Source: an optimization exercise on an open RTL-to-GDS flow (aim: small area and a short achievable clock period). Production flows keep margins and buffers that such runs may drop.
RTL that was checked went through simulation tests only; none was proved equivalent to the original.
No functional check of the RTL was part of run 3.
Power and IR drop assume default switching activity.

$ cat flow/run.sh
#!/bin/bash
# The standard layout, with these changes: the port buffers are buf_2 cells;
# after synthesis flow/fapol.py flips full-adder cells (a full adder is
# self-dual) where that removes inverters between them, and flow/faxor.py
# then builds each full adder from two xor2 gates and three nand2 gates (and each
# half adder from an xor2 and an and2 gate), whose sum
# path is faster than the fa cell's; flow/invabs.py then absorbs inverters
# into the XOR gates they feed (xor2 of an inverted input is xnor2).
# Registers are untouched.
set -euo pipefail
export SETUP_SLACK_MARGIN=5.2
export BUFFER_PORTS_ARGS="-buffer_cell sky130_fd_sc_hd__buf_2"
R=orfs/results/sky130hd/alu/base
bash standard.sh synth > synth.log 2>&1
python3 flow/fapol.py $R/1_2_yosys.v > fapol.log 2>&1
python3 flow/faxor.py $R/1_2_yosys.v --ha --nandc > faxor.log 2>&1
python3 flow/invabs.py $R/1_2_yosys.v > invabs.log 2>&1
rm -f $R/1_synth.odb $R/1_synth.sdc
bash standard.sh > standard.log 2>&1
$ cat flow/fapol.py
#!/usr/bin/env python3
"""Remove inverters around full-adder cells in a Yosys netlist.

A full adder is self-dual: FA(~a, ~b, ~c) = (~sum, ~cout).  Synthesis maps
adders with arbitrary input and output polarity and leaves inverters between
them.  This pass flips full adders (inverts all three inputs and both outputs)
when that lowers the number of inverters, and rewrites the netlist in place.
It changes no register and no function.
usage: fapol.py netlist.v"""
import re, sys, collections

path = sys.argv[1]
text = open(path).read()
cell_re = re.compile(r'^(\s*)(sky130_fd_sc_hd__\w+)\s+(\S+)\s*\((.*?)\);\n', re.S | re.M)
pin_re = re.compile(r'\.(\w+)\(([^()]*)\)')

cells = {}      # name -> [type, {pin: net}]
order = []
for m in cell_re.finditer(text):
    typ, name, body = m.group(2), m.group(3), m.group(4)
    cells[name] = [typ, {p: n.strip() for p, n in pin_re.findall(body)}]
    order.append(name)

OUT = {'X', 'Y', 'SUM', 'COUT', 'Q', 'Q_N', 'HI', 'LO'}
def is_inv(n): return re.match(r'sky130_fd_sc_hd__(clk)?inv_\d+$', cells[n][0]) is not None
def is_fa(n): return re.match(r'sky130_fd_sc_hd__fa_\d+$', cells[n][0]) is not None

hdr = text[:text.index(');') + 2]
ports = set()
for m in re.finditer(r'^\s*(input|output)\s+(\[\d+:\d+\]\s+)?(\S+);', text, re.M):
    ports.add(m.group(3))
def is_port(net):
    return net.split('[')[0].strip() in ports or net.startswith("1'")

def build():
    drv, loads = {}, collections.defaultdict(list)
    for n, (t, pins) in cells.items():
        for p, net in pins.items():
            if p in OUT: drv[net] = (n, p)
            else: loads[net].append((n, p))
    return drv, loads

newcnt = [0]
def newnet():
    newcnt[0] += 1
    return f'_fapol{newcnt[0]}_'
new_wires = []

def inv_of(net, drv, loads):
    """an existing inverter whose input is net"""
    for (n, p) in loads[net]:
        if is_inv(n) and p == 'A': return n
    return None

def cost_flip(f, drv, loads):
    t, pins = cells[f]
    d = 0
    for p in ('A', 'B', 'CIN'):
        x = pins[p]
        src = drv.get(x)
        if src and is_inv(src[0]):
            d -= 1 if len(loads[x]) == 1 else 0
        elif inv_of(x, drv, loads) is None:
            d += 1
    for p in ('SUM', 'COUT'):
        y = pins[p]
        ls = loads[y]
        invs = [n for n, q in ls if is_inv(n)]
        others = len(ls) - len(invs) + (1 if is_port(y) else 0)
        d -= len(invs)
        if others: d += 1
    return d

def flip(f, drv, loads):
    t, pins = cells[f]
    for p in ('A', 'B', 'CIN'):
        x = pins[p]
        src = drv.get(x)
        if src and is_inv(src[0]):
            pins[p] = cells[src[0]][1]['A']
        else:
            i = inv_of(x, drv, loads)
            if i is None:
                y = newnet(); new_wires.append(y)
                i = f'_fapolinv{newcnt[0]}_'
                cells[i] = ['sky130_fd_sc_hd__inv_1', {'A': x, 'Y': y}]
                order.append(i)
            pins[p] = cells[i][1]['Y']
    for p in ('SUM', 'COUT'):
        y = pins[p]
        ls = list(loads[y])
        y2 = newnet(); new_wires.append(y2)
        pins[p] = y2
        others = False
        for n, q in ls:
            if is_inv(n) and q == 'A':
                # this inverter's output equals y2: move its loads to y2
                z = cells[n][1]['Y']
                if is_port(z):
                    cells[n][1]['A'] = y2     # keep as buffer-free inverter? no: z = ~y = y2
                    # z must equal y2; drive z with a buffer-like pair is not needed:
                    # keep inverter fed by original y instead
                    cells[n][1]['A'] = y
                    others = True
                    continue
                for n2, q2 in loads[z]:
                    cells[n2][1][q2] = y2
                del cells[n]
            else:
                others = True
        if others or is_port(y):
            i = f'_fapolinv{newcnt[0]}_o{p}'
            cells[i] = ['sky130_fd_sc_hd__inv_1', {'A': y2, 'Y': y}]
            order.append(i)

changed = True
passes = 0
nflip = 0
while changed and passes < 50:
    changed = False
    passes += 1
    for f in list(order):
        if f not in cells or not is_fa(f): continue
        drv, loads = build()
        if cost_flip(f, drv, loads) < 0:
            flip(f, drv, loads)
            nflip += 1
            changed = True
    # drop inverters with no loads
    drv, loads = build()
    for n in list(cells):
        if is_inv(n):
            y = cells[n][1]['Y']
            if not loads[y] and not is_port(y):
                del cells[n]

before = sum(1 for l in cell_re.finditer(text) if re.match(r'sky130_fd_sc_hd__(clk)?inv_\d+$', l.group(2)))
after = sum(1 for n in cells if is_inv(n))
sys.stderr.write(f'fapol: {nflip} flips, inverters {before} -> {after}\n')

# rewrite
out = []
pos = 0
first = None
for m in cell_re.finditer(text):
    if first is None: first = m.start()
    last = m.end()
body = text[first:last]
lines = []
for n in order:
    if n not in cells: continue
    t, pins = cells[n]
    conn = ',\n'.join(f'    .{p}({net}' + (' )' if net.startswith('\\') else ')') for p, net in pins.items())
    lines.append(f'  {t} {n} (\n{conn}\n  );\n')
decl = ''.join(f'  wire {w};\n' for w in new_wires)
text2 = text[:first] + decl + ''.join(lines) + text[last:]
open(path, 'w').write(text2)
$ cat flow/faxor.py
#!/usr/bin/env python3
"""Replace full-adder cells by two XOR gates and a majority gate (and, with
--ha, half-adder cells by an XOR and an AND gate).

The sum output of sky130's fa cell is slow; two xor2 gates give the sum
faster, and a maj3 gate gives the carry.  The function is unchanged and no
register is touched.  usage: faxor.py netlist.v"""
import re, sys

args = [a for a in sys.argv[1:] if not a.startswith('--')]
path = args[0]
do_ha = '--ha' in sys.argv
nand_c = '--nandc' in sys.argv
text = open(path).read()
cell_re = re.compile(r'^(\s*)(sky130_fd_sc_hd__fa_\d+)\s+(\S+)\s*\((.*?)\);\n', re.S | re.M)
pin_re = re.compile(r'\.(\w+)\(([^()]*)\)')
wires = []
n = [0]

def net(x):
    return x + (' ' if x.startswith('\\') else '')

def repl(m):
    ind, typ, name, body = m.groups()
    pins = {p: v.strip() for p, v in pin_re.findall(body)}
    n[0] += 1
    t = f'_faxor{n[0]}_'
    wires.append(t)
    out = ''
    if pins.get('SUM'):
        out += f'{ind}sky130_fd_sc_hd__xor2_1 _faxa{n[0]}_ (.A({net(pins["A"])}), .B({net(pins["B"])}), .X({t}));\n'
        out += f'{ind}sky130_fd_sc_hd__xor2_1 _faxb{n[0]}_ (.A({t}), .B({net(pins["CIN"])}), .X({net(pins["SUM"])}));\n'
    if pins.get('COUT') and nand_c and pins.get('SUM'):
        # cout = (a & b) | ((a ^ b) & cin) as three nand2 gates, fast from cin
        u, v = f'_faxu{n[0]}_', f'_faxv{n[0]}_'
        wires.extend([u, v])
        out += f'{ind}sky130_fd_sc_hd__nand2_1 _faxd{n[0]}_ (.A({net(pins["A"])}), .B({net(pins["B"])}), .Y({u}));\n'
        out += f'{ind}sky130_fd_sc_hd__nand2_1 _faxe{n[0]}_ (.A({t}), .B({net(pins["CIN"])}), .Y({v}));\n'
        out += f'{ind}sky130_fd_sc_hd__nand2_1 _faxc{n[0]}_ (.A({u}), .B({v}), .Y({net(pins["COUT"])}));\n'
    elif pins.get('COUT'):
        out += f'{ind}sky130_fd_sc_hd__maj3_1 _faxc{n[0]}_ (.A({net(pins["A"])}), .B({net(pins["B"])}), .C({net(pins["CIN"])}), .X({net(pins["COUT"])}));\n'
    return out

text2 = cell_re.sub(repl, text)
nh = [0]
def repl_ha(m):
    ind, typ, name, body = m.groups()
    pins = {p: v.strip() for p, v in pin_re.findall(body)}
    nh[0] += 1
    out = ''
    if pins.get('SUM'):
        out += f'{ind}sky130_fd_sc_hd__xor2_1 _haxa{nh[0]}_ (.A({net(pins["A"])}), .B({net(pins["B"])}), .X({net(pins["SUM"])}));\n'
    if pins.get('COUT'):
        out += f'{ind}sky130_fd_sc_hd__and2_1 _haxc{nh[0]}_ (.A({net(pins["A"])}), .B({net(pins["B"])}), .X({net(pins["COUT"])}));\n'
    return out
if do_ha:
    ha_re = re.compile(r'^(\s*)(sky130_fd_sc_hd__ha_\d+)\s+(\S+)\s*\((.*?)\);\n', re.S | re.M)
    text2 = ha_re.sub(repl_ha, text2)
# declare the new wires after the module header's port list
i = text2.index(');', text2.index('module ')) + 2
text2 = text2[:i] + '\n' + ''.join(f'  wire {w};\n' for w in wires) + text2[i:]
open(path, 'w').write(text2)
sys.stderr.write(f'faxor: {n[0]} full adders replaced' + (f', {nh[0]} half adders' if do_ha else '') + '\n')
$ cat flow/invabs.py
#!/usr/bin/env python3
"""Absorb inverters into the XOR/XNOR gates (and two-inverter ANDs) they feed.

xor2(~a, b) = xnor2(a, b), and2(~a, ~b) = nor2(a, b).  An inverter whose
loads are all absorbed is removed.  Function and registers are unchanged.
usage: invabs.py netlist.v"""
import re, sys, collections

path = sys.argv[1]
text = open(path).read()
cell_re = re.compile(r'^(\s*)(sky130_fd_sc_hd__\w+)\s+(\S+)\s*\((.*?)\);\n', re.S | re.M)
pin_re = re.compile(r'\.(\w+)\(([^()]*)\)')
cells, order = {}, []
for m in cell_re.finditer(text):
    cells[m.group(3)] = [m.group(2), {p: v.strip() for p, v in pin_re.findall(m.group(4))}]
    order.append(m.group(3))
OUT = {'X', 'Y', 'SUM', 'COUT', 'Q', 'Q_N', 'HI', 'LO'}
ports = set()
for m in re.finditer(r'^\s*(input|output)\s+(\[\d+:\d+\]\s+)?(\S+);', text, re.M):
    ports.add(m.group(3))
is_port = lambda net: net.split('[')[0].strip() in ports
INV = re.compile(r'sky130_fd_sc_hd__(clk)?inv_\d+$')
XOR = re.compile(r'sky130_fd_sc_hd__(xor2|xnor2)_(\d+)$')
AND = re.compile(r'sky130_fd_sc_hd__and2_(\d+)$')

def build():
    drv, loads = {}, collections.defaultdict(list)
    for n, (t, pins) in cells.items():
        for p, v in pins.items():
            if p in OUT: drv[v] = n
            else: loads[v].append((n, p))
    return drv, loads

drv, loads = build()
inv_in = {}
for n, (t, pins) in cells.items():
    if INV.match(t): inv_in[pins['Y']] = pins['A']
nx = na = 0
for n in list(order):
    t, pins = cells[n]
    m = XOR.match(t)
    if m:
        flips = 0
        for p in ('A', 'B'):
            if pins[p] in inv_in and not is_port(pins[p]):
                pins[p] = inv_in[pins[p]]; flips += 1
        if flips % 2:
            kind = 'xnor2' if m.group(1) == 'xor2' else 'xor2'
            outp = 'Y' if m.group(1) == 'xor2' else 'X'
            out = pins.pop('X' if m.group(1) == 'xor2' else 'Y')
            pins[outp] = out
            cells[n][0] = f'sky130_fd_sc_hd__{kind}_{m.group(2)}'
        nx += flips > 0
        continue
    m = AND.match(t)
    if m and pins['A'] in inv_in and pins['B'] in inv_in and not is_port(pins['A']) and not is_port(pins['B']):
        cells[n] = ['sky130_fd_sc_hd__nor2_1', {'A': inv_in[pins['A']], 'B': inv_in[pins['B']], 'Y': pins['X']}]
        na += 1
drv, loads = build()
before = sum(1 for n in cells if INV.match(cells[n][0]))
for n in [n for n in cells if INV.match(cells[n][0])]:
    y = cells[n][1]['Y']
    if not loads[y] and not is_port(y):
        del cells[n]
after = sum(1 for n in cells if INV.match(cells[n][0]))
sys.stderr.write(f'invabs: {nx} xor gates and {na} and gates absorbed inverters; inverters {before} -> {after}\n')
first = last = None
for m in cell_re.finditer(text):
    if first is None: first = m.start()
    last = m.end()
lines = []
for n in order:
    if n not in cells: continue
    t, pins = cells[n]
    conn = ',\n'.join(f'    .{p}({v}' + (' )' if v.startswith('\\') else ')') for p, v in pins.items())
    nm = n + (' ' if n.startswith('\\') else '')
    lines.append(f'  {t} {nm}(\n{conn}\n  );\n')
open(path, 'w').write(text[:first] + ''.join(lines) + text[last:])
$ cat standard.sh
#!/bin/bash
# synth_recipe.tcl (not shown) runs the flow's synth.tcl, then flattens the netlist and writes it again
# the make line also repeats each setting of config.mk as NAME=value (left out here)
make -C /OpenROAD-flow-scripts/flow DESIGN_CONFIG=/design/flow/config.mk WORK_HOME=/design/flow/orfs CLKGATE_MAP_FILE= SYNTH_SCRIPT=/design/flow/synth_recipe.tcl "${@:-finish}"
$ cat config.mk
export PLATFORM = sky130hd
export DESIGN_NAME = alu
export DESIGN_NICKNAME = alu
export VERILOG_FILES = /design/flow/design.v
export SDC_FILE = /design/flow/constraint.sdc
export NUM_CORES = 4
export LEC_CHECK = 0
export CAP_MARGIN = 0
export CORE_MARGIN = 2
export CORE_UTILIZATION = 40
export CTS_BUF_LIST = sky130_fd_sc_hd__clkbuf_4 sky130_fd_sc_hd__clkbuf_8
export SLEW_MARGIN = 0
export TNS_END_PERCENT = 5
$ cat constraint.sdc
create_clock -name core_clock -period 10.0 [get_ports {i_clk}]
set_input_delay 2.0000 -clock core_clock [delete_from_list [all_inputs] [get_ports {i_clk}]]
set_output_delay 2.0000 -clock core_clock [all_outputs]
set_load 0.01 [all_outputs]
$ cat design.v
module alu (
    input               i_clk,
    input               i_rst_n,
    input               i_valid,
    input signed [11:0] i_data_a,
    input signed [11:0] i_data_b,
    input        [2:0]  i_inst,
    output              o_valid,
    output       [11:0] o_data,
    output              o_overflow
);
reg  [13:0] x_r, y_r;
reg         o_valid_r, ovf_r, abs_r, mac_r, run_r;
reg         f_0, f_m1, f_m2;
wire [11:0] o_data_w;
wire [14:0] zz  = {1'b0, x_r} + {1'b0, y_r};
wire        c_top = zz[14];
wire [2:0]  zm   = zz[13:11];
wire        hz   = c_top ? f_m1 : f_0;      
wire        ho1  = c_top ? f_m2 : f_m1;     
wire        m_ov = ~((hz & ~|zm) | (ho1 & &zm));
assign o_data_w   = zz[11:0];
assign o_valid    = o_valid_r;
assign o_data     = o_data_w & {12{run_r}};
assign o_overflow = (m_ov & ~abs_r & run_r) | ovf_r;
wire        is_mul    = (i_inst[2:1] == 2'b01);
wire        is_mac    = (i_inst == 3'b011);
wire        is_abs    = (i_inst == 3'b111);
wire        mul_en    = i_valid & is_mul;
wire        addsub_en = i_valid & (i_inst[2:1] == 2'b00);
wire        mean_en   = i_valid & (i_inst == 3'b110);
wire        acc_en    = mac_r & (is_mac | ~i_valid);
wire        ovf_old   = mac_r & (m_ov | ovf_r);
wire        sa   = i_data_a[11], sb = i_data_b[11];
wire [11:0] ra   = i_data_a ^ {12{sa}};
wire [11:0] rb   = i_data_b ^ {12{sb}};
wire [12:0] cmp  = {1'b0, ra} + {1'b0, ~rb} + {12'd0, sa & ~sb};
wire        a_ge = cmp[12];
reg  [11:0] oth;
always @(*) begin
  case (i_inst)
    3'b000:  oth = i_data_b;
    3'b001:  oth = ~i_data_b;                       
    3'b100:  oth = ~(i_data_a ^ i_data_b);
    3'b101:  oth = sa ? 12'd0 : i_data_a;
    3'b110:  oth = {sb, i_data_b[11:1]};            
    default: oth = a_ge ? ra : rb;                  
  endcase
end
wire [11:0] row   = acc_en ? o_data_w : (oth & {12{i_valid & ~is_mul}});
wire        row_c = i_valid & ((i_inst == 3'b001) | (is_abs & (a_ge ? sa : sb)));
wire        rnd   = mean_en ? i_data_b[0] : 1'b1;
wire one1;
wire two2;
wire neg3;
wire pp4;
wire pp5;
wire pp6;
wire pp7;
wire pp8;
wire pp9;
wire pp10;
wire pp11;
wire pp12;
wire pp13;
wire pp14;
wire pp15;
wire pp16;
wire one17;
wire two18;
wire neg19;
wire pp20;
wire pp21;
wire pp22;
wire pp23;
wire pp24;
wire pp25;
wire pp26;
wire pp27;
wire pp28;
wire pp29;
wire pp30;
wire pp31;
wire pp32;
wire one33;
wire two34;
wire neg35;
wire pp36;
wire pp37;
wire pp38;
wire pp39;
wire pp40;
wire pp41;
wire pp42;
wire pp43;
wire pp44;
wire pp45;
wire pp46;
wire pp47;
wire pp48;
wire one49;
wire two50;
wire neg51;
wire pp52;
wire pp53;
wire pp54;
wire pp55;
wire pp56;
wire pp57;
wire pp58;
wire pp59;
wire pp60;
wire pp61;
wire pp62;
wire pp63;
wire pp64;
wire one65;
wire two66;
wire neg67;
wire pp68;
wire pp69;
wire pp70;
wire pp71;
wire pp72;
wire pp73;
wire pp74;
wire pp75;
wire pp76;
wire pp77;
wire pp78;
wire pp79;
wire pp80;
wire one81;
wire two82;
wire neg83;
wire pp84;
wire pp85;
wire pp86;
wire pp87;
wire pp88;
wire pp89;
wire pp90;
wire pp91;
wire pp92;
wire pp93;
wire pp94;
wire pp95;
wire pp96;
wire s97;
wire c98;
wire s99;
wire c100;
wire s101;
wire c102;
wire s103;
wire c104;
wire s105;
wire c106;
wire s107;
wire c108;
wire s109;
wire c110;
wire s111;
wire c112;
wire s113;
wire c114;
wire s115;
wire c116;
wire s117;
wire c118;
wire s119;
wire c120;
wire s121;
wire c122;
wire s123;
wire c124;
wire s125;
wire c126;
wire s127;
wire c128;
wire s129;
wire c130;
wire s131;
wire c132;
wire s133;
wire c134;
wire s135;
wire c136;
wire s137;
wire c138;
wire s139;
wire c140;
wire s141;
wire c142;
wire s143;
wire c144;
wire s145;
wire c146;
wire s147;
wire c148;
wire s149;
wire c150;
wire s151;
wire c152;
wire s153;
wire c154;
wire s155;
wire c156;
wire s157;
wire c158;
wire s159;
wire c160;
wire s161;
wire c162;
wire s163;
wire c164;
wire s165;
wire c166;
wire s167;
wire c168;
wire s169;
wire c170;
wire s171;
wire c172;
wire s173;
wire c174;
wire s175;
wire c176;
wire s177;
wire c178;
wire s179;
wire c180;
wire s181;
wire c182;
wire s183;
wire c184;
wire s185;
wire c186;
wire s187;
wire c188;
wire s189;
wire c190;
wire s191;
wire c192;
wire s193;
wire c194;
wire s195;
wire c196;
wire s197;
wire c198;
wire s199;
wire c200;
wire s201;
wire c202;
wire s203;
wire c204;
wire s205;
wire c206;
wire s207;
wire c208;
wire s209;
wire c210;
wire s211;
wire c212;
wire s213;
wire c214;
wire s215;
wire c216;
wire s217;
wire c218;
wire s219;
wire c220;
wire s221;
wire c222;
wire s223;
wire c224;
wire s225;
wire c226;
wire s227;
wire c228;
wire s229;
wire c230;
wire s231;
wire c232;
wire s233;
wire c234;
wire s235;
wire c236;
wire s237;
wire c238;
wire s239;
wire c240;
wire s241;
wire c242;
wire s243;
wire c244;
wire s245;
wire c246;
wire s247;
wire c248;
wire s249;
wire c250;
wire s251;
wire c252;
assign one1 = mul_en & (i_data_b[0] ^ 1'b0);
assign two2 = mul_en & ((i_data_b[1] & ~i_data_b[0] & ~1'b0) | (~i_data_b[1] & i_data_b[0] & 1'b0));
assign neg3 = mul_en & (i_data_b[1] & ~(i_data_b[0] & 1'b0));
assign pp4 = (i_data_a[0] & one1) ^ neg3;
assign pp5 = ((i_data_a[1] & one1) | (i_data_a[0] & two2)) ^ neg3;
assign pp6 = ((i_data_a[2] & one1) | (i_data_a[1] & two2)) ^ neg3;
assign pp7 = ((i_data_a[3] & one1) | (i_data_a[2] & two2)) ^ neg3;
assign pp8 = ((i_data_a[4] & one1) | (i_data_a[3] & two2)) ^ neg3;
assign pp9 = ((i_data_a[5] & one1) | (i_data_a[4] & two2)) ^ neg3;
assign pp10 = ((i_data_a[6] & one1) | (i_data_a[5] & two2)) ^ neg3;
assign pp11 = ((i_data_a[7] & one1) | (i_data_a[6] & two2)) ^ neg3;
assign pp12 = ((i_data_a[8] & one1) | (i_data_a[7] & two2)) ^ neg3;
assign pp13 = ((i_data_a[9] & one1) | (i_data_a[8] & two2)) ^ neg3;
assign pp14 = ((i_data_a[10] & one1) | (i_data_a[9] & two2)) ^ neg3;
assign pp15 = ((i_data_a[11] & one1) | (i_data_a[10] & two2)) ^ neg3;
assign pp16 = ~(((i_data_a[11] & one1) | (i_data_a[11] & two2)) ^ neg3);
assign one17 = mul_en & (i_data_b[2] ^ i_data_b[1]);
assign two18 = mul_en & ((i_data_b[3] & ~i_data_b[2] & ~i_data_b[1]) | (~i_data_b[3] & i_data_b[2] & i_data_b[1]));
assign neg19 = mul_en & (i_data_b[3] & ~(i_data_b[2] & i_data_b[1]));
assign pp20 = (i_data_a[0] & one17) ^ neg19;
assign pp21 = ((i_data_a[1] & one17) | (i_data_a[0] & two18)) ^ neg19;
assign pp22 = ((i_data_a[2] & one17) | (i_data_a[1] & two18)) ^ neg19;
assign pp23 = ((i_data_a[3] & one17) | (i_data_a[2] & two18)) ^ neg19;
assign pp24 = ((i_data_a[4] & one17) | (i_data_a[3] & two18)) ^ neg19;
assign pp25 = ((i_data_a[5] & one17) | (i_data_a[4] & two18)) ^ neg19;
assign pp26 = ((i_data_a[6] & one17) | (i_data_a[5] & two18)) ^ neg19;
assign pp27 = ((i_data_a[7] & one17) | (i_data_a[6] & two18)) ^ neg19;
assign pp28 = ((i_data_a[8] & one17) | (i_data_a[7] & two18)) ^ neg19;
assign pp29 = ((i_data_a[9] & one17) | (i_data_a[8] & two18)) ^ neg19;
assign pp30 = ((i_data_a[10] & one17) | (i_data_a[9] & two18)) ^ neg19;
assign pp31 = ((i_data_a[11] & one17) | (i_data_a[10] & two18)) ^ neg19;
assign pp32 = ~(((i_data_a[11] & one17) | (i_data_a[11] & two18)) ^ neg19);
assign one33 = (mul_en & (i_data_b[4] ^ i_data_b[3])) | mean_en;
assign two34 = (mul_en & ((i_data_b[5] & ~i_data_b[4] & ~i_data_b[3]) | (~i_data_b[5] & i_data_b[4] & i_data_b[3]))) | addsub_en;
assign neg35 = mul_en & (i_data_b[5] & ~(i_data_b[4] & i_data_b[3]));
assign pp36 = (i_data_a[0] & one33) ^ neg35;
assign pp37 = ((i_data_a[1] & one33) | (i_data_a[0] & two34)) ^ neg35;
assign pp38 = ((i_data_a[2] & one33) | (i_data_a[1] & two34)) ^ neg35;
assign pp39 = ((i_data_a[3] & one33) | (i_data_a[2] & two34)) ^ neg35;
assign pp40 = ((i_data_a[4] & one33) | (i_data_a[3] & two34)) ^ neg35;
assign pp41 = ((i_data_a[5] & one33) | (i_data_a[4] & two34)) ^ neg35;
assign pp42 = ((i_data_a[6] & one33) | (i_data_a[5] & two34)) ^ neg35;
assign pp43 = ((i_data_a[7] & one33) | (i_data_a[6] & two34)) ^ neg35;
assign pp44 = ((i_data_a[8] & one33) | (i_data_a[7] & two34)) ^ neg35;
assign pp45 = ((i_data_a[9] & one33) | (i_data_a[8] & two34)) ^ neg35;
assign pp46 = ((i_data_a[10] & one33) | (i_data_a[9] & two34)) ^ neg35;
assign pp47 = ((i_data_a[11] & one33) | (i_data_a[10] & two34)) ^ neg35;
assign pp48 = ~(((i_data_a[11] & one33) | (i_data_a[11] & two34)) ^ neg35);
assign one49 = mul_en & (i_data_b[6] ^ i_data_b[5]);
assign two50 = mul_en & ((i_data_b[7] & ~i_data_b[6] & ~i_data_b[5]) | (~i_data_b[7] & i_data_b[6] & i_data_b[5]));
assign neg51 = mul_en & (i_data_b[7] & ~(i_data_b[6] & i_data_b[5]));
assign pp52 = (i_data_a[0] & one49) ^ neg51;
assign pp53 = ((i_data_a[1] & one49) | (i_data_a[0] & two50)) ^ neg51;
assign pp54 = ((i_data_a[2] & one49) | (i_data_a[1] & two50)) ^ neg51;
assign pp55 = ((i_data_a[3] & one49) | (i_data_a[2] & two50)) ^ neg51;
assign pp56 = ((i_data_a[4] & one49) | (i_data_a[3] & two50)) ^ neg51;
assign pp57 = ((i_data_a[5] & one49) | (i_data_a[4] & two50)) ^ neg51;
assign pp58 = ((i_data_a[6] & one49) | (i_data_a[5] & two50)) ^ neg51;
assign pp59 = ((i_data_a[7] & one49) | (i_data_a[6] & two50)) ^ neg51;
assign pp60 = ((i_data_a[8] & one49) | (i_data_a[7] & two50)) ^ neg51;
assign pp61 = ((i_data_a[9] & one49) | (i_data_a[8] & two50)) ^ neg51;
assign pp62 = ((i_data_a[10] & one49) | (i_data_a[9] & two50)) ^ neg51;
assign pp63 = ((i_data_a[11] & one49) | (i_data_a[10] & two50)) ^ neg51;
assign pp64 = ~(((i_data_a[11] & one49) | (i_data_a[11] & two50)) ^ neg51);
assign one65 = mul_en & (i_data_b[8] ^ i_data_b[7]);
assign two66 = mul_en & ((i_data_b[9] & ~i_data_b[8] & ~i_data_b[7]) | (~i_data_b[9] & i_data_b[8] & i_data_b[7]));
assign neg67 = mul_en & (i_data_b[9] & ~(i_data_b[8] & i_data_b[7]));
assign pp68 = (i_data_a[0] & one65) ^ neg67;
assign pp69 = ((i_data_a[1] & one65) | (i_data_a[0] & two66)) ^ neg67;
assign pp70 = ((i_data_a[2] & one65) | (i_data_a[1] & two66)) ^ neg67;
assign pp71 = ((i_data_a[3] & one65) | (i_data_a[2] & two66)) ^ neg67;
assign pp72 = ((i_data_a[4] & one65) | (i_data_a[3] & two66)) ^ neg67;
assign pp73 = ((i_data_a[5] & one65) | (i_data_a[4] & two66)) ^ neg67;
assign pp74 = ((i_data_a[6] & one65) | (i_data_a[5] & two66)) ^ neg67;
assign pp75 = ((i_data_a[7] & one65) | (i_data_a[6] & two66)) ^ neg67;
assign pp76 = ((i_data_a[8] & one65) | (i_data_a[7] & two66)) ^ neg67;
assign pp77 = ((i_data_a[9] & one65) | (i_data_a[8] & two66)) ^ neg67;
assign pp78 = ((i_data_a[10] & one65) | (i_data_a[9] & two66)) ^ neg67;
assign pp79 = ((i_data_a[11] & one65) | (i_data_a[10] & two66)) ^ neg67;
assign pp80 = ~(((i_data_a[11] & one65) | (i_data_a[11] & two66)) ^ neg67);
assign one81 = mul_en & (i_data_b[10] ^ i_data_b[9]);
assign two82 = mul_en & ((i_data_b[11] & ~i_data_b[10] & ~i_data_b[9]) | (~i_data_b[11] & i_data_b[10] & i_data_b[9]));
assign neg83 = mul_en & (i_data_b[11] & ~(i_data_b[10] & i_data_b[9]));
assign pp84 = (i_data_a[0] & one81) ^ neg83;
assign pp85 = ((i_data_a[1] & one81) | (i_data_a[0] & two82)) ^ neg83;
assign pp86 = ((i_data_a[2] & one81) | (i_data_a[1] & two82)) ^ neg83;
assign pp87 = ((i_data_a[3] & one81) | (i_data_a[2] & two82)) ^ neg83;
assign pp88 = ((i_data_a[4] & one81) | (i_data_a[3] & two82)) ^ neg83;
assign pp89 = ((i_data_a[5] & one81) | (i_data_a[4] & two82)) ^ neg83;
assign pp90 = ((i_data_a[6] & one81) | (i_data_a[5] & two82)) ^ neg83;
assign pp91 = ((i_data_a[7] & one81) | (i_data_a[6] & two82)) ^ neg83;
assign pp92 = ((i_data_a[8] & one81) | (i_data_a[7] & two82)) ^ neg83;
assign pp93 = ((i_data_a[9] & one81) | (i_data_a[8] & two82)) ^ neg83;
assign pp94 = ((i_data_a[10] & one81) | (i_data_a[9] & two82)) ^ neg83;
assign pp95 = ((i_data_a[11] & one81) | (i_data_a[10] & two82)) ^ neg83;
assign pp96 = ~(((i_data_a[11] & one81) | (i_data_a[11] & two82)) ^ neg83);
assign s97 = neg3 ^ pp4;
assign c98 = neg3 & pp4;
assign s99 = pp5 ^ c98;
assign c100 = pp5 & c98;
assign s101 = neg19 ^ pp20 ^ pp6;
assign c102 = (neg19 & pp20) | (pp6 & (neg19 ^ pp20));
assign s103 = c100 ^ s101;
assign c104 = c100 & s101;
assign s105 = pp21 ^ pp7 ^ c102;
assign c106 = (pp21 & pp7) | (c102 & (pp21 ^ pp7));
assign s107 = c104 ^ s105;
assign c108 = c104 & s105;
assign s109 = rnd ^ neg35 ^ pp22;
assign c110 = (rnd & neg35) | (pp22 & (rnd ^ neg35));
assign s111 = pp36 ^ pp8 ^ s109;
assign c112 = (pp36 & pp8) | (s109 & (pp36 ^ pp8));
assign s113 = c106 ^ s111 ^ c108;
assign c114 = (c106 & s111) | (c108 & (c106 ^ s111));
assign s115 = pp23 ^ pp37 ^ pp9;
assign c116 = (pp23 & pp37) | (pp9 & (pp23 ^ pp37));
assign s117 = c110 ^ s115 ^ c112;
assign c118 = (c110 & s115) | (c112 & (c110 ^ s115));
assign s119 = row[0] ^ row_c ^ s117;
assign c120 = (row[0] & row_c) | (s117 & (row[0] ^ row_c));
assign s121 = neg51 ^ pp10 ^ pp24;
assign c122 = (neg51 & pp10) | (pp24 & (neg51 ^ pp10));
assign s123 = pp38 ^ pp52 ^ c116;
assign c124 = (pp38 & pp52) | (c116 & (pp38 ^ pp52));
assign s125 = s121 ^ s123 ^ row[1];
assign c126 = (s121 & s123) | (row[1] & (s121 ^ s123));
assign s127 = c118 ^ s125;
assign c128 = c118 & s125;
assign s129 = pp11 ^ pp25 ^ pp39;
assign c130 = (pp11 & pp25) | (pp39 & (pp11 ^ pp25));
assign s131 = pp53 ^ c122 ^ s129;
assign c132 = (pp53 & c122) | (s129 & (pp53 ^ c122));
assign s133 = c124 ^ s131 ^ row[2];
assign c134 = (c124 & s131) | (row[2] & (c124 ^ s131));
assign s135 = c126 ^ s133;
assign c136 = c126 & s133;
assign s137 = neg67 ^ pp12 ^ pp26;
assign c138 = (neg67 & pp12) | (pp26 & (neg67 ^ pp12));
assign s139 = pp40 ^ pp54 ^ pp68;
assign c140 = (pp40 & pp54) | (pp68 & (pp40 ^ pp54));
assign s141 = c130 ^ s137 ^ s139;
assign c142 = (c130 & s137) | (s139 & (c130 ^ s137));
assign s143 = c132 ^ s141 ^ row[3];
assign c144 = (c132 & s141) | (row[3] & (c132 ^ s141));
assign s145 = c134 ^ s143;
assign c146 = c134 & s143;
assign s147 = pp13 ^ pp27 ^ pp41;
assign c148 = (pp13 & pp27) | (pp41 & (pp13 ^ pp27));
assign s149 = pp55 ^ pp69 ^ c138;
assign c150 = (pp55 & pp69) | (c138 & (pp55 ^ pp69));
assign s151 = c140 ^ s147 ^ s149;
assign c152 = (c140 & s147) | (s149 & (c140 ^ s147));
assign s153 = c142 ^ row[4] ^ s151;
assign c154 = (c142 & row[4]) | (s151 & (c142 ^ row[4]));
assign s155 = c144 ^ s153;
assign c156 = c144 & s153;
assign s157 = neg83 ^ pp14 ^ pp28;
assign c158 = (neg83 & pp14) | (pp28 & (neg83 ^ pp14));
assign s159 = pp42 ^ pp56 ^ pp70;
assign c160 = (pp42 & pp56) | (pp70 & (pp42 ^ pp56));
assign s161 = pp84 ^ c148 ^ s157;
assign c162 = (pp84 & c148) | (s157 & (pp84 ^ c148));
assign s163 = s159 ^ c150 ^ s161;
assign c164 = (s159 & c150) | (s161 & (s159 ^ c150));
assign s165 = row[5] ^ c152 ^ s163;
assign c166 = (row[5] & c152) | (s163 & (row[5] ^ c152));
assign s167 = c154 ^ s165;
assign c168 = c154 & s165;
assign s169 = pp15 ^ pp29 ^ pp43;
assign c170 = (pp15 & pp29) | (pp43 & (pp15 ^ pp29));
assign s171 = pp57 ^ pp71 ^ pp85;
assign c172 = (pp57 & pp71) | (pp85 & (pp57 ^ pp71));
assign s173 = c158 ^ c160 ^ s169;
assign c174 = (c158 & c160) | (s169 & (c158 ^ c160));
assign s175 = s171 ^ c162 ^ s173;
assign c176 = (s171 & c162) | (s173 & (s171 ^ c162));
assign s177 = row[6] ^ c164 ^ s175;
assign c178 = (row[6] & c164) | (s175 & (row[6] ^ c164));
assign s179 = c166 ^ s177;
assign c180 = c166 & s177;
assign s181 = 1'b1 ^ pp16 ^ pp30;
assign c182 = (1'b1 & pp16) | (pp30 & (1'b1 ^ pp16));
assign s183 = pp44 ^ pp58 ^ pp72;
assign c184 = (pp44 & pp58) | (pp72 & (pp44 ^ pp58));
assign s185 = pp86 ^ c170 ^ c172;
assign c186 = (pp86 & c170) | (c172 & (pp86 ^ c170));
assign s187 = s181 ^ s183 ^ s185;
assign c188 = (s181 & s183) | (s185 & (s181 ^ s183));
assign s189 = c174 ^ row[7] ^ s187;
assign c190 = (c174 & row[7]) | (s187 & (c174 ^ row[7]));
assign s191 = c176 ^ s189 ^ c178;
assign c192 = (c176 & s189) | (c178 & (c176 ^ s189));
assign s193 = 1'b1 ^ pp31 ^ pp45;
assign c194 = (1'b1 & pp31) | (pp45 & (1'b1 ^ pp31));
assign s195 = pp59 ^ pp73 ^ pp87;
assign c196 = (pp59 & pp73) | (pp87 & (pp59 ^ pp73));
assign s197 = c182 ^ c184 ^ s193;
assign c198 = (c182 & c184) | (s193 & (c182 ^ c184));
assign s199 = s195 ^ c186 ^ s197;
assign c200 = (s195 & c186) | (s197 & (s195 ^ c186));
assign s201 = row[8] ^ c188 ^ s199;
assign c202 = (row[8] & c188) | (s199 & (row[8] ^ c188));
assign s203 = c190 ^ s201;
assign c204 = c190 & s201;
assign s205 = pp32 ^ pp46 ^ pp60;
assign c206 = (pp32 & pp46) | (pp60 & (pp32 ^ pp46));
assign s207 = pp74 ^ pp88 ^ c194;
assign c208 = (pp74 & pp88) | (c194 & (pp74 ^ pp88));
assign s209 = c196 ^ s205 ^ s207;
assign c210 = (c196 & s205) | (s207 & (c196 ^ s205));
assign s211 = c198 ^ row[9] ^ s209;
assign c212 = (c198 & row[9]) | (s209 & (c198 ^ row[9]));
assign s213 = c200 ^ s211 ^ c202;
assign c214 = (c200 & s211) | (c202 & (c200 ^ s211));
assign s215 = 1'b1 ^ pp47 ^ pp61;
assign c216 = (1'b1 & pp47) | (pp61 & (1'b1 ^ pp47));
assign s217 = pp75 ^ pp89 ^ c206;
assign c218 = (pp75 & pp89) | (c206 & (pp75 ^ pp89));
assign s219 = s215 ^ c208 ^ s217;
assign c220 = (s215 & c208) | (s217 & (s215 ^ c208));
assign s221 = row[10] ^ c210 ^ s219;
assign c222 = (row[10] & c210) | (s219 & (row[10] ^ c210));
assign s223 = c212 ^ s221;
assign c224 = c212 & s221;
assign s225 = 1'b1 ^ pp48 ^ pp62;
assign c226 = (1'b1 & pp48) | (pp62 & (1'b1 ^ pp48));
assign s227 = pp76 ^ pp90 ^ c216;
assign c228 = (pp76 & pp90) | (c216 & (pp76 ^ pp90));
assign s229 = s225 ^ c218 ^ s227;
assign c230 = (s225 & c218) | (s227 & (s225 ^ c218));
assign s231 = ~row[11] ^ c220 ^ s229;
assign c232 = (~row[11] & c220) | (s229 & (~row[11] ^ c220));
assign s233 = c222 ^ s231;
assign c234 = c222 & s231;
assign s235 = pp63 ^ pp77 ^ pp91;
assign c236 = (pp63 & pp77) | (pp91 & (pp63 ^ pp77));
assign s237 = c226 ^ s235 ^ c228;
assign c238 = (c226 & s235) | (c228 & (c226 ^ s235));
assign s239 = c230 ^ s237 ^ c232;
assign c240 = (c230 & s237) | (c232 & (c230 ^ s237));
assign s241 = pp64 ^ pp78 ^ pp92;
assign c242 = (pp64 & pp78) | (pp92 & (pp64 ^ pp78));
assign s243 = c236 ^ s241 ^ c238;
assign c244 = (c236 & s241) | (c238 & (c236 ^ s241));
assign s245 = 1'b1 ^ pp79 ^ pp93;
assign c246 = (1'b1 & pp79) | (pp93 & (1'b1 ^ pp79));
assign s247 = c242 ^ s245;
assign c248 = c242 & s245;
assign s249 = pp80 ^ pp94 ^ c246;
assign c250 = (pp80 & pp94) | (c246 & (pp80 ^ pp94));
assign s251 = 1'b1 ^ pp95;
assign c252 = 1'b1 & pp95;
wire [4:0] tx = {1'b1, pp96, s251, c248, s247};
wire [4:0] ty = {1'b0, c252, c250, s249, c244};
wire [4:0] tp = tx ^ ty, to = tx | ty, ta = tx & ty;
wire        f0_d  = ~tp[0] & (&(tp[4:1] ~^ to[3:0]));
wire        fm1_d =  tp[0] & (&(tp[4:1] ~^ ~ta[3:0]));
wire        fm2_d = ~tp[0] & (tp[1] ~^ ~to[0]) & (&(tp[4:2] ~^ ~ta[3:1]));
always @(posedge i_clk) begin
  x_r  <= {s243, c234, c224, s223, c204, s203, c180, c168, c156, c146, c136, c128, c120, c114};
  y_r  <= {c240, s239, s233, c214, s213, c192, s191, s179, s167, s155, s145, s135, s127, s119};
  f_0  <= f0_d;
  f_m1 <= fm1_d;
  f_m2 <= fm2_d;
end
always @(posedge i_clk or negedge i_rst_n) begin
  if (~i_rst_n) begin
    o_valid_r <= 1'b0;
    run_r     <= 1'b0;
    ovf_r     <= 1'b0;
    abs_r     <= 1'b0;
    mac_r     <= 1'b0;
  end else begin
    o_valid_r <= i_valid;
    run_r     <= 1'b1;
    abs_r     <= is_abs;
    if (i_valid) begin
      mac_r <= is_mac;
      ovf_r <= is_mac & ovf_old;
    end else begin
      ovf_r <= ovf_old;
    end
  end
end
endmodule
==> impl_results.md, run 1 <==
* CP arrival at 4.91 ns
* Cell area after synthesis at 7060 um2
* DRT iter0 DRCs at 628
* Die X at 137 um
* Reg-to-reg slack, setup at 6.83 ns
* Row count at 48
* Clk slew on worst S/H paths at 0.08 ns
* Final-report max-slew violation count at 0
* Initial Util at 40.8%
* GPL Wtd Cong at 0.905
* Share of post-route cells with drive strength above 1 at 20.1%
* HPWL after DPL at 15.8 mm
* Setup WS post-layout at 5.28 ns
* Number of CTS-inserted buffers at 5
* Via density at 5.38
* Final Hold Slack at 0.559 ns
* Largest net degree at the start of global routing at 42
* Setup-failing EPs final at 0
* R2R depth at 12
* Critical path type: primary input to flop
* CP startpoint kind: primary input
* CP Data Required Time at 10.19 ns
* Critical Path Fanout Max at 17
* Pre-CTS WS at 4.08 ns
* Worst Hold Class: flop to flop
* First-pass iteration count of the detailed router at 5
* Vias in the first global route at 6,654
* Die height at 137 um
* Max transition margin at 38.8%
* Worst-margin pin slew at 0.918 ns
* Antenna Nets Post-Route at 0
* Status: timing/DRC/antenna clean
* Via count at 7,392
* Top-level I/O count at 44
* Grt ovf at 0
* H-tree depth at 2
* Period minus WS final at 4.72 ns
* Setup tns final at 0 ns
* Worst hold path cell count at 2
* Syn nets at 1,107
* Residual DRC at 0
* Gr usage total at 23.6%
* CTS tree: yes
* Cell count after synthesis at 1,077
* Filler cell count at 1,740
* Worst-case clock buffer depth at 2
* Post-Route WL at 22.5 mm
* Syn avg cell area at 6.55 um2
* First-pass GRT wire length at 34.8 mm
* Worst IR Drop VDD at 0.203 mV
* RSZ-0062 raised after global routing: true
* Hold Path Sink: mac_r
* # clock sinks at 36
* Nets at 1,176
* Pwr/cell area at 174 nW/um2
* Final hold vios at 0
* Worst r2r src: y_r[4]
* Core Area at 17,300 um2
* Clock latency (worst-skew pair) at 0.30 ns
* CP Capture Type: flop
* # hold bufs at CTS at 0
* Final Cycle Share at 47.2%
* CTS Root Cell: clkbuf_8
* Initial antenna violation count at 1
* R2r endpoint: y_r[9]
* Routed len/inst at 16.4 um
* Area added between synthesis and finish at 25.8%
* Hold_sp: mac_r
* Max-Cap Viols at 0
* IO Port Bufs at 43
* Leakage at 3.84 nW
* YS warnings at 1
* Fmax at 212 MHz
* Clock skew at 0.0120 ns
* Die area at 18,700 um2
## what timing repair did
item / in CTS / in global routing
resized for setup: 42 / 93
setup endpoints to repair: 32 / 32
cloned: 0 / 5
pin swaps: 11 / 54
buffers inserted: 23 / 45
## power by group
part	internal, W	switching, W	leakage (nW)
combinational	0.000510	0.000675	3.47
clock	0.0000587	0.0000557	0.0479
sequential	0.000207	0.0000431	0.325
## through the flow
step	utilization, %	total power [W]	area, um2	instances
after CTS	45.9	0.00140	7940	1322
after floorplan	-	0.00100	7210	1077
after detailed placement	43.1	0.00121	7460	1291
after global routing	51.4	0.00170	8880	1373
final	51.4	0.00155	8880	1373
after global placement	43.1	0.00120	7460	1291
## worst max path at each step
stage,startpoint,end,slack (ns),cells past startpoint
after floorplan,i_inst[1],y_r[9],5.17,19
after global placement,i_inst[1],y_r[9],4.14,18
after detailed placement,i_inst[1],y_r[9],4.08,18
final,i_data_b[11],y_r[9],5.28,15
after global routing,i_inst[2],y_r[7],5.14,16
after CTS,y_r[11],o_overflow,5.18,8
## metal layers
metal | vias to the layer above | track usage (%) | wire length (um)
met5 | - | 0 | 0
met4 | 0 | 5.38 | 538
met3 | 36 | 2.63 | 1370
met2 | 256 | 39.7 | 10600
met1 | 3417 | 32.3 | 10000
li1 | 3683 | - | -
## worst max-delay path, stage by stage
cell and delay [ns]:
buf_6 0.21, clkinvlp_4 0.20, and2_1 0.19, a21o_1 0.18, a21o_1 0.20, a211oi_4 0.28, or4_4 0.23, nand3_1 0.09
a21o_1 0.19, a32oi_2 0.27, xor2_2 0.19, xor2_1 0.23, xor2_1 0.23, xor2_1 0.16, inv_1 0.04
## cells in the final DEF, fill, tap and decap left out, types with 5 or more instances in the layout
cell,n
xor2_2,30
o21ai_0,54
a21oi_1,45
xor2_1,160
a21boi_0,8
clkbuf_8,6
xnor2_1,62
xnor2_2,12
clkbuf_4,7
dfrtp_1,5
nand3_1,27
a21o_1,18
nor3_1,9
buf_2,25
a22oi_1,53
buf_12,5
and3_1,5
buf_4,71
nand2b_1,10
dfxtp_1,25
nand2_1,220
inv_1,49
and2_1,63
o221ai_1,6
nor2_1,47
o22ai_1,7
buf_6,7
## registers in the layout (all words and copies together) (netlist names)
register,count
x_r,14
y_r,14
abs_r,1
f_0,1
f_m1,1
f_m2,1
mac_r,1
o_valid_r,1
ovf_r,1
run_r,1
## area by class of cell
type,count,area (um2),area share (%)
Multi-Input combinational cell,929,6490,73.1
Tap cell,225,282,3.17
Clock buffer,7,90.1,1.01
Antenna cell,1,2.50,0.0282
Timing Repair Buffer,121,1040,11.7
Sequential cell,36,761,8.56
Clock inverter,1,7.51,0.0845
Inverter,53,211,2.38
==> run 2, diff against run 1 <==
--- a/flow/run.sh
+++ b/flow/run.sh
@@ -5,14 +5,16 @@
 # then builds each full adder from two xor2 gates and three nand2 gates (and each
 # half adder from an xor2 and an and2 gate), whose sum
-# path is faster than the fa cell's; flow/invabs.py then absorbs inverters
+# path is faster than the fa cell's (flow/arr.tcl times the netlist so that
+# each adder's latest input takes the fast path); flow/invabs.py then absorbs inverters
 # into the XOR gates they feed (xor2 of an inverted input is xnor2).
 # Registers are untouched.
 set -euo pipefail
-export SETUP_SLACK_MARGIN=5.2
 export BUFFER_PORTS_ARGS="-buffer_cell sky130_fd_sc_hd__buf_2"
 R=orfs/results/sky130hd/alu/base
 bash standard.sh synth > synth.log 2>&1
 python3 flow/fapol.py $R/1_2_yosys.v > fapol.log 2>&1
-python3 flow/faxor.py $R/1_2_yosys.v --ha --nandc > faxor.log 2>&1
+PLATFORM_DIR=$FLOW_HOME/platforms/sky130hd ARR_NETLIST=$R/1_2_yosys.v ARR_TOP=$FLOW_TOP \
+  ARR_SDC=constraint.sdc ARR_OUT=arr.txt openroad -no_splash -exit flow/arr.tcl > arr.log 2>&1
+python3 flow/faxor.py $R/1_2_yosys.v --ha --nandc --arr=arr.txt > faxor.log 2>&1
 python3 flow/invabs.py $R/1_2_yosys.v > invabs.log 2>&1
 rm -f $R/1_synth.odb $R/1_synth.sdc
==> flow/arr.tcl (new file) <==
# Write the latest arrival time at each input of every full-adder cell of the
# synthesized netlist (no wires yet), for faxor.py to put the latest input last.
read_lef $::env(PLATFORM_DIR)/lef/sky130_fd_sc_hd.tlef
read_lef $::env(PLATFORM_DIR)/lef/sky130_fd_sc_hd_merged.lef
read_liberty $::env(PLATFORM_DIR)/lib/sky130_fd_sc_hd__tt_025C_1v80.lib
read_verilog $::env(ARR_NETLIST)
link_design $::env(ARR_TOP)
read_sdc $::env(ARR_SDC)
set f [open $::env(ARR_OUT) w]
foreach c [get_cells *] {
  if {[string match "*__fa_*" [get_property $c ref_name]]} {
    set out [get_full_name $c]
    foreach p {A B CIN} {
      set pin [get_pins [get_full_name $c]/$p]
      set r [get_property $pin arrival_max_rise]
      set fl [get_property $pin arrival_max_fall]
      lappend out $p [expr {max($r, $fl)}]
    }
    puts $f $out
  }
}
close $f
--- a/flow/faxor.py
+++ b/flow/faxor.py
@@ -12,4 +12,12 @@
 do_ha = '--ha' in sys.argv
 nand_c = '--nandc' in sys.argv
+# optional arrival times: lines "cell A t B t CIN t"; the latest input goes last
+arr = {}
+for a in sys.argv[1:]:
+    if a.startswith('--arr='):
+        for line in open(a[6:]):
+            f = line.split()
+            if len(f) == 7:
+                arr[f[0]] = {f[1]: float(f[2]), f[3]: float(f[4]), f[5]: float(f[6])}
 text = open(path).read()
 cell_re = re.compile(r'^(\s*)(sky130_fd_sc_hd__fa_\d+)\s+(\S+)\s*\((.*?)\);\n', re.S | re.M)
@@ -24,4 +32,10 @@
     ind, typ, name, body = m.groups()
     pins = {p: v.strip() for p, v in pin_re.findall(body)}
+    key = name.lstrip('\\')
+    if key in arr or name in arr:
+        at = arr.get(key) or arr.get(name)
+        order = sorted(('A', 'B', 'CIN'), key=lambda p: at.get(p, 0.0))
+        a, b, c = (pins[p] for p in order)
+        pins['A'], pins['B'], pins['CIN'] = a, b, c
     n[0] += 1
     t = f'_faxor{n[0]}_'
--- a/config.mk
+++ b/config.mk
@@ -10,4 +10,5 @@
 export CORE_UTILIZATION = 40
 export CTS_BUF_LIST = sky130_fd_sc_hd__clkbuf_4 sky130_fd_sc_hd__clkbuf_8
+export SETUP_SLACK_MARGIN = 5.0
 export SLEW_MARGIN = 0
 export TNS_END_PERCENT = 5
==> impl_results.md, run 2 <==
* Status: timing/DRC/antenna clean
* Vias in the first global route at 6,344
* Number of CTS-inserted buffers at 5
* Area added between synthesis and finish at 20.3%
* RSZ-0062 raised after global routing: true
* Gr usage total at 22.8%
* HPWL after DPL at 15.6 mm
* Residual DRC at 0
* Pre-CTS WS at 3.83 ns
* CP Data Required Time at 10.19 ns
* Nets at 1,166
* Post-Place Cells at 1,292
* Grt ovf at 0
* Pwr/cell area at 163 nW/um2
* Largest regs: x_r x14, y_r x14
* # clock sinks at 36
* Clock skew at 0.00717 ns
* Final-report max-slew violation count at 0
* Cell area after synthesis at 7060 um2
* Final Cycle Share at 48.6%
* Critical path type: primary input to flop
* Max transition margin at 42.1%
* YS warnings at 1
* Fmax at 206 MHz
* Setup WS post-layout at 5.14 ns
* Die height at 137 um
* Initial antenna violation count at 1
* Core Area at 17,300 um2
* Die area at 18,700 um2
* Worst IR Drop VDD at 0.128 mV
* IO Port Bufs at 43
* Final core utilization at 49.1%
* Setup-failing EPs final at 0
* Top-level I/O count at 44
* CTS tree: yes
* CP startpoint kind: primary input
* Worst-margin pin slew at 0.869 ns
* First-pass GRT wire length at 33.4 mm
* Final hold vios at 0
* Worst Hold Class: flop to flop
* GPL Wtd Cong at 0.874
* Via density at 5.37
* Period minus WS final at 4.86 ns
* Via count at 7,321
* Most frequent cells in the layout: 222 x nand2_1, 176 x xor2_1, 69 x xnor2_1, 67 x and2_1, 59 x buf_4
* Syn avg cell area at 6.55 um2
* Row count at 48
* Commonest non-fill, non-tap cell in the layout: nand2_1
* CP Capture Type: flop
* Routed len/inst at 16.3 um
* Critical Path Fanout Max at 16
* CP arrival at 5.05 ns
* Post-Route WL at 22.2 mm
* Largest net degree at the start of global routing at 42
* Clk slew on worst S/H paths at 0.07 ns
* Share of post-route cells with drive strength above 1 at 15.7%
* Worst-case clock buffer depth at 2
* Leakage at 3.73 nW
* Initial Util at 40.8%
* Clock latency (worst-skew pair) at 0.29 ns
* Syn nets at 1,107
* First-pass iteration count of the detailed router at 5
* Tot Pwr at 0.00138 W
* CTS Root Cell: clkbuf_8
* Cell count after synthesis at 1,077
* Antenna Nets Post-Route at 0
* Die X at 137 um
* Setup tns final at 0 ns
* Max-Cap Viols at 0
* Filler cell count at 1,722
* H-tree depth at 2
* Post-Layout Cell Count at 1,363
* DRT iter0 DRCs at 602
[run 2: final cells by class]
class / instances / area (um2) / area share (%)
multi-input combinational: 929 / 6190 / 72.9
timing repair buffer: 111 / 946 / 11.1
sequential: 36 / 746 / 8.78
tap: 225 / 282 / 3.32
inverter: 53 / 209 / 2.46
clock buffer: 5 / 68.8 / 0.810
clock inverter: 3 / 46.3 / 0.545
antenna: 1 / 2.50 / 0.0295
[run 2: stage by stage]
stage	cell area [um2]	hold WS (ns)
global route	8490	0.558
CTS	7750	0.551
finish	8490	0.551
detailed placement	7410	0.538
global placement	7410	0.535
floorplan	7130	0.515
[run 2: layer usage]
layer  GRT usage [%]  up-vias  wire length [um]
li1                -     3681                 -
met1            32.2     3331             10300
met2            37.0      265              9990
met3            1.67       44              1320
met4            6.82        0               655
met5               0        -                 0
[run 2: final timing paths]
kind	start	end	slack [ns]	depth (start not counted)
max in group asynchronous	i_rst_n	mac_r	8.32	1
hold / removal	mac_r	mac_r	0.55	2
hold reg to reg	mac_r	mac_r	0.55	2
min in group asynchronous	i_rst_n	o_valid_r	1.52	1
setup / recovery	i_data_a[10]	y_r[7]	5.14	15
setup reg to reg	x_r[4]	y_r[9]	6.94	11
[run 2: where the power goes]
group | switching, W | internal (W)
clock | 0.0000563 | 0.0000751
combinational | 0.000611 | 0.000408
sequential | 0.0000332 | 0.000202
[run 2: repair_timing]
action,4_1_cts,5_1_grt
setup endpoints to repair,29,20
hold buffers,0,0
setup buffers,18,39
gates resized for setup,20,68
endpoints found under the hold margin,0,0
pin swaps,5,23
cloned,0,5
[run 2: critical path, cell delays in order]
cell and delay, ns:
buf_2 0.33, xnor2_1 0.23, xnor2_1 0.18, nand3_1 0.23, nor4_4 0.44, buf_4 0.23, o21ai_0 0.09, a21o_1 0.19
a32oi_1 0.31, xor2_1 0.24, nand2_1 0.07, nand2_1 0.13, xor2_2 0.17, xor2_1 0.15, inv_1 0.05
==> run 3, diff against run 2 <==
--- a/design.v
+++ b/design.v
@@ -10,11 +10,11 @@
     output              o_overflow
 );
-reg  [13:0] x_r, y_r;
+reg  [12:0] x_r, y_r;
 reg         o_valid_r, ovf_r, abs_r, mac_r, run_r;
 reg         f_0, f_m1, f_m2;
 wire [11:0] o_data_w;
-wire [14:0] zz  = {1'b0, x_r} + {1'b0, y_r};
-wire        c_top = zz[14];
-wire [2:0]  zm   = zz[13:11];
+wire [13:0] zz  = {1'b0, x_r} + {1'b0, y_r};
+wire        c_top = zz[13];
+wire [1:0]  zm   = zz[12:11];
 wire        hz   = c_top ? f_m1 : f_0;      
 wire        ho1  = c_top ? f_m2 : f_m1;     
@@ -555,13 +555,13 @@
 assign s251 = 1'b1 ^ pp95;
 assign c252 = 1'b1 & pp95;
-wire [4:0] tx = {1'b1, pp96, s251, c248, s247};
-wire [4:0] ty = {1'b0, c252, c250, s249, c244};
-wire [4:0] tp = tx ^ ty, to = tx | ty, ta = tx & ty;
-wire        f0_d  = ~tp[0] & (&(tp[4:1] ~^ to[3:0]));
-wire        fm1_d =  tp[0] & (&(tp[4:1] ~^ ~ta[3:0]));
-wire        fm2_d = ~tp[0] & (tp[1] ~^ ~to[0]) & (&(tp[4:2] ~^ ~ta[3:1]));
+wire [5:0] tx = {1'b1, pp96, s251, c248, s247, s243};
+wire [5:0] ty = {1'b0, c252, c250, s249, c244, c240};
+wire [5:0] tp = tx ^ ty, to = tx | ty, ta = tx & ty;
+wire        f0_d  = ~tp[0] & (&(tp[5:1] ~^ to[4:0]));
+wire        fm1_d =  tp[0] & (&(tp[5:1] ~^ ~ta[4:0]));
+wire        fm2_d = ~tp[0] & (tp[1] ~^ ~to[0]) & (&(tp[5:2] ~^ ~ta[4:1]));
 always @(posedge i_clk) begin
-  x_r  <= {s243, c234, c224, s223, c204, s203, c180, c168, c156, c146, c136, c128, c120, c114};
-  y_r  <= {c240, s239, s233, c214, s213, c192, s191, s179, s167, s155, s145, s135, s127, s119};
+  x_r  <= {c234, c224, s223, c204, s203, c180, c168, c156, c146, c136, c128, c120, c114};
+  y_r  <= {s239, s233, c214, s213, c192, s191, s179, s167, s155, s145, s135, s127, s119};
   f_0  <= f0_d;
   f_m1 <= fm1_d;
==> flow/run.sh (replaced) <==
#!/bin/bash
# The standard layout, with these changes: the port buffers are buf_2 cells;
# after synthesis flow/fapol.py flips full-adder cells (a full adder is
# self-dual) where that removes inverters between them, and flow/faxor.py
# then builds each full adder from two xor2 gates and a maj3 gate (and each
# half adder from an xor2 and an and2 gate), whose sum
# path is faster than the fa cell's; flow/invabs.py then absorbs inverters
# into the XOR gates they feed (xor2 of an inverted input is xnor2).
# Registers are untouched.
set -euo pipefail
export BUFFER_PORTS_ARGS="-buffer_cell sky130_fd_sc_hd__buf_2"
R=orfs/results/sky130hd/alu/base
bash standard.sh synth > synth.log 2>&1
python3 flow/fapol.py $R/1_2_yosys.v > fapol.log 2>&1
python3 flow/faxor.py $R/1_2_yosys.v --ha > faxor.log 2>&1
python3 flow/invabs.py $R/1_2_yosys.v > invabs.log 2>&1
rm -f $R/1_synth.odb $R/1_synth.sdc
bash standard.sh > standard.log 2>&1
--- a/flow/faxor.py
+++ b/flow/faxor.py
@@ -11,13 +11,4 @@
 path = args[0]
 do_ha = '--ha' in sys.argv
-nand_c = '--nandc' in sys.argv
-# optional arrival times: lines "cell A t B t CIN t"; the latest input goes last
-arr = {}
-for a in sys.argv[1:]:
-    if a.startswith('--arr='):
-        for line in open(a[6:]):
-            f = line.split()
-            if len(f) == 7:
-                arr[f[0]] = {f[1]: float(f[2]), f[3]: float(f[4]), f[5]: float(f[6])}
 text = open(path).read()
 cell_re = re.compile(r'^(\s*)(sky130_fd_sc_hd__fa_\d+)\s+(\S+)\s*\((.*?)\);\n', re.S | re.M)
@@ -32,10 +23,4 @@
     ind, typ, name, body = m.groups()
     pins = {p: v.strip() for p, v in pin_re.findall(body)}
-    key = name.lstrip('\\')
-    if key in arr or name in arr:
-        at = arr.get(key) or arr.get(name)
-        order = sorted(('A', 'B', 'CIN'), key=lambda p: at.get(p, 0.0))
-        a, b, c = (pins[p] for p in order)
-        pins['A'], pins['B'], pins['CIN'] = a, b, c
     n[0] += 1
     t = f'_faxor{n[0]}_'
@@ -45,12 +30,5 @@
         out += f'{ind}sky130_fd_sc_hd__xor2_1 _faxa{n[0]}_ (.A({net(pins["A"])}), .B({net(pins["B"])}), .X({t}));\n'
         out += f'{ind}sky130_fd_sc_hd__xor2_1 _faxb{n[0]}_ (.A({t}), .B({net(pins["CIN"])}), .X({net(pins["SUM"])}));\n'
-    if pins.get('COUT') and nand_c and pins.get('SUM'):
-        # cout = (a & b) | ((a ^ b) & cin) as three nand2 gates, fast from cin
-        u, v = f'_faxu{n[0]}_', f'_faxv{n[0]}_'
-        wires.extend([u, v])
-        out += f'{ind}sky130_fd_sc_hd__nand2_1 _faxd{n[0]}_ (.A({net(pins["A"])}), .B({net(pins["B"])}), .Y({u}));\n'
-        out += f'{ind}sky130_fd_sc_hd__nand2_1 _faxe{n[0]}_ (.A({t}), .B({net(pins["CIN"])}), .Y({v}));\n'
-        out += f'{ind}sky130_fd_sc_hd__nand2_1 _faxc{n[0]}_ (.A({u}), .B({v}), .Y({net(pins["COUT"])}));\n'
-    elif pins.get('COUT'):
+    if pins.get('COUT'):
         out += f'{ind}sky130_fd_sc_hd__maj3_1 _faxc{n[0]}_ (.A({net(pins["A"])}), .B({net(pins["B"])}), .C({net(pins["CIN"])}), .X({net(pins["COUT"])}));\n'
     return out
removed: flow/arr.tcl
==> impl_results.md, run 3 <==
* Nets at 976
* Tot Pwr at 0.00100 W
* Setup-failing EPs final at 0
* Worst-margin pin slew at 1.02 ns
* CTS Root Cell: clkbuf_8
* Initial antenna violation count at 0
* Grt ovf at 0
* First-pass iteration count of the detailed router at 5
* Via density at 5.40
* Critical path type: primary input to flop
* Area added between synthesis and finish at 16.6%
* HPWL after DPL at 14.3 mm
* H-tree depth at 2
* Worst-case clock buffer depth at 2
* CTS tree: yes
* Routed len/inst at 16.8 um
* Design Area, Final at 7940 um2
* Top-level I/O count at 44
* Die area at 18,100 um2
* Clock latency (worst-skew pair) at 0.30 ns
* Clock skew at 0.0118 ns
* # hold bufs at CTS at 0
* Largest net degree at the start of global routing at 41
* CP Data Required Time at 10.23 ns
* Period minus WS final at 5.07 ns
* Gr usage total at 21.6%
* Syn avg cell area at 7.52 um2
* Vias in the first global route at 5,793
* Via count at 6,301
* Setup tns final at 0 ns
* Antenna Nets Post-Route at 0
* # clock sinks at 34
* Commonest non-fill, non-tap cell in the layout: xor2_1
* Final hold vios at 0
* Die X at 135 um
* IO Port Bufs at 43
* Most frequent cells in the layout: 202 x xor2_1, 74 x xnor2_1, 72 x and2_1, 54 x a22oi_1, 50 x maj3_1
* Residual DRC at 0
* Pwr/cell area at 126 nW/um2
* Cell count after synthesis at 906
* Post-Route WL at 19.6 mm
* Fmax at 197 MHz
* Initial Util at 40.9%
* Largest regs: x_r x13, y_r x13
* Max-Cap Viols at 0
* Final-report max-slew violation count at 0
* Max transition margin at 30.3%
* # diodes at 0
* YS warnings at 1
* CP arrival at 5.29 ns
* Leakage at 3.18 nW
* Row count at 47
* Final Hold Slack at 0.511 ns
* CP startpoint kind: primary input
* Clk slew on worst S/H paths at 0.08 ns
* GPL Wtd Cong at 0.865
* Placed instance area at 7180 um2
* Cell area after synthesis at 6810 um2
* Status: timing/DRC/antenna clean
* Final Cycle Share at 50.7%
* First-pass GRT wire length at 31.0 mm
* Worst IR Drop VDD at 0.0763 mV
* Number of CTS-inserted buffers at 5
* CP Capture Type: flop
* RSZ-0062 raised after global routing: true
* DRT iter0 DRCs at 383
* Share of post-route cells with drive strength above 1 at 16.4%
* Syn nets at 936
* Die height at 135 um
* Core Area at 16,600 um2
* Worst Hold Class: flop to flop
* Critical Path Fanout Max at 7
## run 3: repair_timing
action | 4_1_cts | 5_1_grt
pin swaps | 16 | 7
setup buffers | 39 | 3
gates cloned | 1 | 0
gates resized for setup | 59 | 19
endpoints found under the setup margin | 30 | 10
## run 3: final timing paths
check / slack [ns] / depth (start not counted) / to / startpoint
setup / recovery: 4.93 / 17 / f_0 / i_valid
max in group asynchronous: 8.31 / 1 / abs_r / i_rst_n
min in group asynchronous: 1.52 / 1 / mac_r / i_rst_n
setup reg to reg: 6.68 / 13 / f_0 / x_r[3]
hold reg to reg: 0.51 / 1 / mac_r / mac_r
hold / removal: 0.51 / 1 / mac_r / mac_r
## run 3: cell type report
cell class | count | area, um2
Multi-Input combinational cell | 769 | 5920
Tap cell | 220 | 275
Inverter | 43 | 169
Fill cell | 1642 | 8700
Clock inverter | 1 | 30.0
Clock buffer | 7 | 83.8
Timing Repair Buffer | 93 | 764
Sequential cell | 34 | 706
## run 3: critical path: stages
cell and delay, ns:
buf_6 0.13, nand2_4 0.08, or2_4 0.32, buf_6 0.15, nor3b_4 0.18, buf_6 0.16
xnor2_4 0.08, maj3_2 0.33, maj3_2 0.32, xor2_1 0.16, xor2_1 0.19, maj3_2 0.33
maj3_2 0.36, nor2_4 0.09, xor2_1 0.19, nand4_1 0.12, nor3_2 0.10
## run 3: routing by layer
metal,global-route usage [%],vias to the layer above,part of all wire (%)
met5,0,-,0
met4,5.85,0,1.5
met3,2.06,21,4.8
met2,36.3,175,47
met1,29.6,2962,46
li1,-,3143,-
## run 3: through the flow
step / setup slack (ns) / cells / util [%]
after detailed placement: 3.54 / 1116 / 43.1
after global routing: 4.76 / 1167 / 47.7
after global placement: 3.61 / 1116 / 43.1
after floorplan: 4.58 / 906 / -
after CTS: 4.97 / 1164 / 47.1
final: 4.93 / 1167 / 47.7
## run 3: report_power, final
part / leakage, nW / switching, W / internal [W] / total (W)
Sequential: 0.304 / 0.0000242 / 0.000180 / 0.000205
Clock: 0.0593 / 0.0000506 / 0.0000799 / 0.000131
Combinational: 2.82 / 0.000378 / 0.000287 / 0.000665
Total: 3.18 / 0.000453 / 0.000547 / 0.00100

-- re-timing with driven ports --
The flow's constraints put no driver on any port. The routed layouts listed below were extracted and timed again, unchanged, in two steps.
Step 1 sets driving cells, clkbuf_16 on the clock port and buf_2 on the other inputs (assumed; they add their load-dependent delay and slew).
Step 2 times the ports against the registers' clock, not the clock port: input delays grow and output delays shrink by t, the midpoint of the rising clock arrivals with the driver on.
Slacks: no drivers / after step 1 / after step 2; pairs: no drivers / after step 1.
run | t, ns | setup slack, ns | worst hold slack (ns)
run 1 | 0.330 | 5.281 / 5.251 / 4.921 | 0.559 / 0.559 / 0.559
run 2 | 0.323 | 5.139 / 5.066 / 4.744 | 0.551 / 0.551 / 0.551
run 3 | 0.327 | 4.932 / 4.869 / 4.542 | 0.511 / 0.511 / 0.511
After both steps every run listed still meets setup and hold. For run 2, which loses most, drivers alone change the setup slack by -0.073 ns; drivers and shift together by -0.395 ns.
